This design comes from an exercise in tuning for small area on the open sky130 flow, not from production work. The RTL was checked by simulation tests, not by an equivalence proof against the original design. No activity file was given, so power comes from the tool's default toggle rates.

==> flow/design.v (excerpt) <==
module relogio_simples_top(
    input wire btn_mode,
    input wire reset,
    input wire btn_start,
    input wire btn_change,
    input wire clk,
    output wire [6:0] HEX0,
    output wire [6:0] HEX1,
    output wire [6:0] HEX2,
    output wire [6:0] HEX3,
    output wire [6:0] HEX4,
    output wire [6:0] HEX5,
    output wire [2:0] LED
);
For scale: about 480 cells after synthesis, roughly 110 flip-flops, ~50 I/O pins.
==> flow/config.mk <==
export PLATFORM = sky130hd
export DESIGN_NAME = relogio_simples_top
export DESIGN_NICKNAME = relogio_simples_top
export VERILOG_FILES = /design/flow/design.v
export SDC_FILE = /design/flow/constraint.sdc
export NUM_CORES = 4
export LEC_CHECK = 0
export CAP_MARGIN = 20
export CORE_MARGIN = 2
export CORE_UTILIZATION = 40
export SLEW_MARGIN = 20
==> flow/constraint.sdc <==
create_clock -name core_clock -period 10.0 [get_ports {clk}]
set_input_delay 2.0000 -clock core_clock [delete_from_list [all_inputs] [get_ports {clk}]]
set_output_delay 2.0000 -clock core_clock [all_outputs]
set_load 0.01 [all_outputs]
standard.sh (not shown) runs the stock make flow with config.mk's settings and CLKGATE_MAP_FILE= SYNTH_SCRIPT=/design/flow/synth_recipe.tcl, a recipe that flattens the netlist after the stock synthesis.
==> flow/flow/run.sh <==
#!/bin/bash
# Own layout flow: the standard ORFS flow (standard.sh) with
#  - synthesis: the standard script (synth_recipe.tcl), with ABC's mapping
#    script replaced by an area-oriented one (flow/area.abc); registers are
#    untouched, so their names, count and cells are the standard ones;
#  - port buffers of the smallest buffer (buf_1);
#  - a clock tree of clkbuf_8 without dummy loads;
#  - logic cells oversized by synthesis replaced by their smallest variant
#    before placement (flow/downsize.tcl); later repair steps resize as needed.
set -euo pipefail
here=$(pwd)
export FLOW_ABC_SCRIPT="$here/flow/area.abc"
export BUFFER_PORTS_ARGS="-buffer_cell sky130_fd_sc_hd__buf_1"
export CTS_ARGS="-sink_clustering_enable -repair_clock_nets -dont_use_dummy_load -buf_list {sky130_fd_sc_hd__clkbuf_8} -sink_clustering_size 25 -sink_clustering_max_diameter 100"
export PRE_GLOBAL_PLACE_TCL="$here/flow/downsize.tcl"
printf 'source %s\nsource %s\n' "$here/flow/abc_override.tcl" "$here/synth_recipe.tcl" > "$here/flow_synth.tcl"
bash standard.sh SYNTH_SCRIPT="$here/flow_synth.tcl" finish > "$here/standard_flow.log" 2>&1
==> flow/flow/abc_override.tcl <==
# Run Yosys's abc with the flow's own ABC script in place of ORFS's.
proc abc {args} {
  set i [lsearch -exact $args -script]
  if {$i >= 0} { lset args [expr {$i + 1}] $::env(FLOW_ABC_SCRIPT) }
  yosys abc {*}$args
}
==> flow/flow/area.abc <==
&get -n
&st
&deepsyn -T 10
&dch
&nf -R 1000
&put
topo
==> flow/flow/downsize.tcl <==
# Replace each logic cell of drive strength above 1 by its _1 (or _0) variant
# when the library has one; timing is checked and repaired later in the flow.
set block [ord::get_db_block]
set n 0
foreach inst [$block getInsts] {
  set m [[$inst getMaster] getName]
  if {[regexp {^(sky130_fd_sc_hd__[a-z0-9]+)_([0-9]+)$} $m -> base drv]} {
    if {$drv > 1 && ![string match "*dfrtp*" $m] && ![string match "*clk*" $m]} {
      foreach d {1 0} {
        set cand "${base}_$d"
        if {[get_lib_cells -quiet */$cand] ne ""} {
          if {$cand ne $m} {
            replace_cell [$inst getName] $cand
            incr n
          }
          break
        }
      }
    }
  }
}
puts "downsize: replaced $n cells"
Rerun with:
==> flow/flow/area.abc (replaced) <==
&get -n
&st
&deepsyn -T 10
&put
dch -f
amap
topo
- worst setup slack degrades by 330 ps
- cell count is higher by about 9%
- total power is higher by 18%
Rerun with:
==> flow/flow/run.sh (replaced) <==
#!/bin/bash
# Own layout flow: the standard ORFS flow with smaller port buffers, a
# clock tree built from small clock buffers without dummy loads, and
# oversized logic cells from synthesis replaced by their smallest variant.
set -euo pipefail
here=$(pwd)
export BUFFER_PORTS_ARGS="-buffer_cell sky130_fd_sc_hd__buf_1"
export CTS_ARGS="-sink_clustering_enable -repair_clock_nets -dont_use_dummy_load -buf_list {sky130_fd_sc_hd__clkbuf_8} -sink_clustering_size 35 -sink_clustering_max_diameter 200"
export PRE_GLOBAL_PLACE_TCL="$here/flow/downsize.tcl"
bash standard.sh finish > "$here/standard_flow.log" 2>&1
removed: flow/flow/abc_override.tcl
removed: flow/flow/area.abc
=>
- The new run passed the timing, design-rule and antenna checks
- wire length rises by 7.6%
- final area goes up by 9.3%
- die area is higher by 11%
- first-iteration DRC count is higher by 1.4%
- critical path depth goes down by 3
- setup slack improves by 670 ps
- via count climbs by 0.43%
- total power fell by 14%
- clock-buffer cell count is unchanged

separate check: timing with driven ports:
Ports are ideal in the flow. The routed layouts listed here were re-timed in OpenROAD.
Step 1 sets driving cells, clkbuf_16 on the clock port and buf_2 on the other inputs (assumed; they add their load-dependent delay and slew).
Step 2 also shifts input and output timing later by t, the mid clock arrival at the registers, as if the neighbouring blocks saw the same clock.
a / b / c = ideal ports / drivers / drivers and shift; a / b = the first two.
run	shift t [ns]	slack for setup (ns)	hold slack, ns	cell pins on the clock port's net
the first run	0.385	5.400 / 5.369 / 5.754	0.357 / 0.357 / 0.357	1
the second run	0.384	5.067 / 5.033 / 5.417	0.361 / 0.361 / 0.361	1
the third run	0.394	5.734 / 5.703 / 6.097	0.356 / 0.356 / 0.356	1
After both steps setup and hold are still met in every run listed.
